Source: an optimization exercise on an open RTL-to-GDS flow (aim: a short achievable clock period and few clock cycles). Production flows keep margins and buffers that such runs may drop.
Function was checked by simulation only, so behaviour that the tests miss may differ from the original.

== willow ==
==> flow/design.v (excerpt) <==
module mips_cpu (
	input         clk,
	input         rst,
	output [31:0] imem_addr,
	input  [31:0] imem_data,
	output [31:0] dmem_addr,
	output [31:0] dmem_wdata,
	output        dmem_we,
	output        dmem_re,
	input  [31:0] dmem_rdata
);
Size in the first run: roughly 1300 flip-flops, roughly 78000 µm² of cells after synthesis.
clock: 12.0 ns
lec_check: 0
cap_margin: 20
core_margin: 2
core_utilization: 60
slew_margin: 20
synth_hierarchical: 1
synth_minimum_keep_size: 0
standard.sh (not shown) runs the stock make flow with config.mk's settings and CLKGATE_MAP_FILE= SYNTH_SCRIPT=/design/flow/synth_recipe.tcl, a recipe that flattens the netlist after the stock synthesis.
==> flow/flow/run.sh <==
#!/bin/bash
# The standard layout (standard synthesis, floorplan, placement, CTS, routing),
# with timing repair aimed at a shorter period than the constraint's: the
# constraint is unchanged, only the repair's setup margin is larger. The resizer
# may change a cell's footprint, and ports are buffered with buf_8.
set -euo pipefail
bash standard.sh SETUP_SLACK_MARGIN=8.3 TNS_END_PERCENT=30 ABC_CLOCK_PERIOD_IN_PS=1000 \
  MATCH_CELL_FOOTPRINT=0 "BUFFER_PORTS_ARGS=-buffer_cell sky130_fd_sc_hd__buf_8" finish > standard.log 2>&1
Flow for willow halted at global routing, error code GRT-0232.
Testbench counts of willow, summed over its fixed seeds: cycles 43,458.
Input changes introduced in lagoon (baseline for comparison: willow):
--- a/flow/design.v
+++ b/flow/design.v
@@ -89,34 +89,26 @@
 	assign bkf[BEQ]  = bk[BEQ] && !same;
 	assign bkf[BNE]  = bk[BNE] && !same;
 	assign bkf[BNZ]  = bk[BNZ] && !rs0;
 	assign bkf[BZ]   = bk[BZ]  && !rs0;
 	assign bkf[BALW] = bk[BALW] || (bk[BEQ] && same) || (bk[BZ] && rs0);
 	wire [31:0] pc4 = pc + 32'd4;
 	wire [23:0] hi_p = pc4[31:8] + 24'd1;
 	wire [23:0] hi_m = pc4[31:8] - 24'd1;
 	wire [31:0] jt  = {pc4[31:28], ins[25:0], 2'b00};
 	wire f_pred;
 	wire [31:0] pc_next;
 	wire [31:0] m_val = m_ld ? dmem_rdata : m_res;
-	wire [31:0] rows [0:31];
-	assign rows[0] = 32'd0;
-	genvar gi;
-	generate
-		for (gi = 1; gi < 32; gi = gi + 1) begin : g_rows
-			assign rows[gi] = (m_wen && m_rd == gi) ? m_val : rf[gi];
-		end
-	endgenerate
-	wire [31:0] rd_rs = rows[rs];
-	wire [31:0] rd_rt = rows[rt];
+	wire [31:0] rd_rs = (rs == 5'd0) ? 32'd0 : ((m_wen && m_rd == rs) ? m_val : rf[rs]);
+	wire [31:0] rd_rt = (rt == 5'd0) ? 32'd0 : ((m_wen && m_rd == rt) ? m_val : rf[rt]);
 	wire x_fw = vx && x_wen;
 	wire fa_m = x_fw && (x_rd == rs);
 	wire fb_m = x_fw && (x_rd == rt);
 	wire [31:0] a, result, addr;
 	wire x_zero;
 	mips_alu alu (.xa(xa), .xb(xb), .xi(xi), .xix(xix), .m_res(m_res), .xa_m(xa_m),
 		.sh_m(sh_m), .sa_m(sa_m), .sb_m(sb_m), .sb_i(sb_i), .sb_r(sb_r), .sb_rn(sb_rn), .x_add(x_add), .x_sub(x_sub), .x_slt(x_slt), .x_sltu(x_sltu),
 		.x_and(x_and), .x_or(x_or), .x_xor(x_xor), .x_sll(x_sll), .x_srl(x_srl), .x_b(x_b),
 		.x_mem(x_st || x_ld), .a(a), .result(result), .addr(addr), .x_zero(x_zero));
 	wire redirect;
 	wire [31:0] redirect_pc;
 	mips_branch branch (.vx(vx), .xa(xa), .xb(xb), .m_res(m_res), .a(a), .xa_m(xa_m), .xb_m(xb_m),
Notes after the runs:
lagoon went all the way through synthesis, placement and routing and the layout is clean on timing, DRC and antenna.
Compare lagoon and willow | mean instance size in the synthesized netlist lower: willow
Of lagoon and willow, the higher die span in y belongs to willow.
Synthesized-area fraction occupied by and/or/nand/nor cells: lagoon vs willow down 8.1 points
Netlist area before placement delta (lagoon − willow): favourable
Re cell count after synthesis: lagoon is 2801 down on willow.
Width of the chip, lagoon and willow: smaller value in lagoon
Post-synthesis sequential area ratio was higher in the run labelled lagoon.
Testbench counts of lagoon, summed over its fixed seeds: cycles 43,458.

==> re-timing with driven ports <==
How much do the figures lean on ideal ports? The routed layout below was timed once more, with nothing changed but the port constraints. Step 1 assumes that a clkbuf_16 drives the clock port and a buf_2 every other input. Step 2 times the ports against the registers' clock, not the clock port: input delays grow and output delays shrink by t, the midpoint of the rising clock arrivals with the driver on. a / b / c = ideal ports / drivers / drivers and shift; a / b = the first two.
run: lagoon
t, ns: 0.859
setup WS [ns]: 8.067 / 7.915 / 7.056
worst setup path after step 2: input to register
After both steps setup and hold are still met in lagoon. For lagoon, drivers alone change the setup slack by -0.152 ns; drivers and shift together by -1.011 ns.
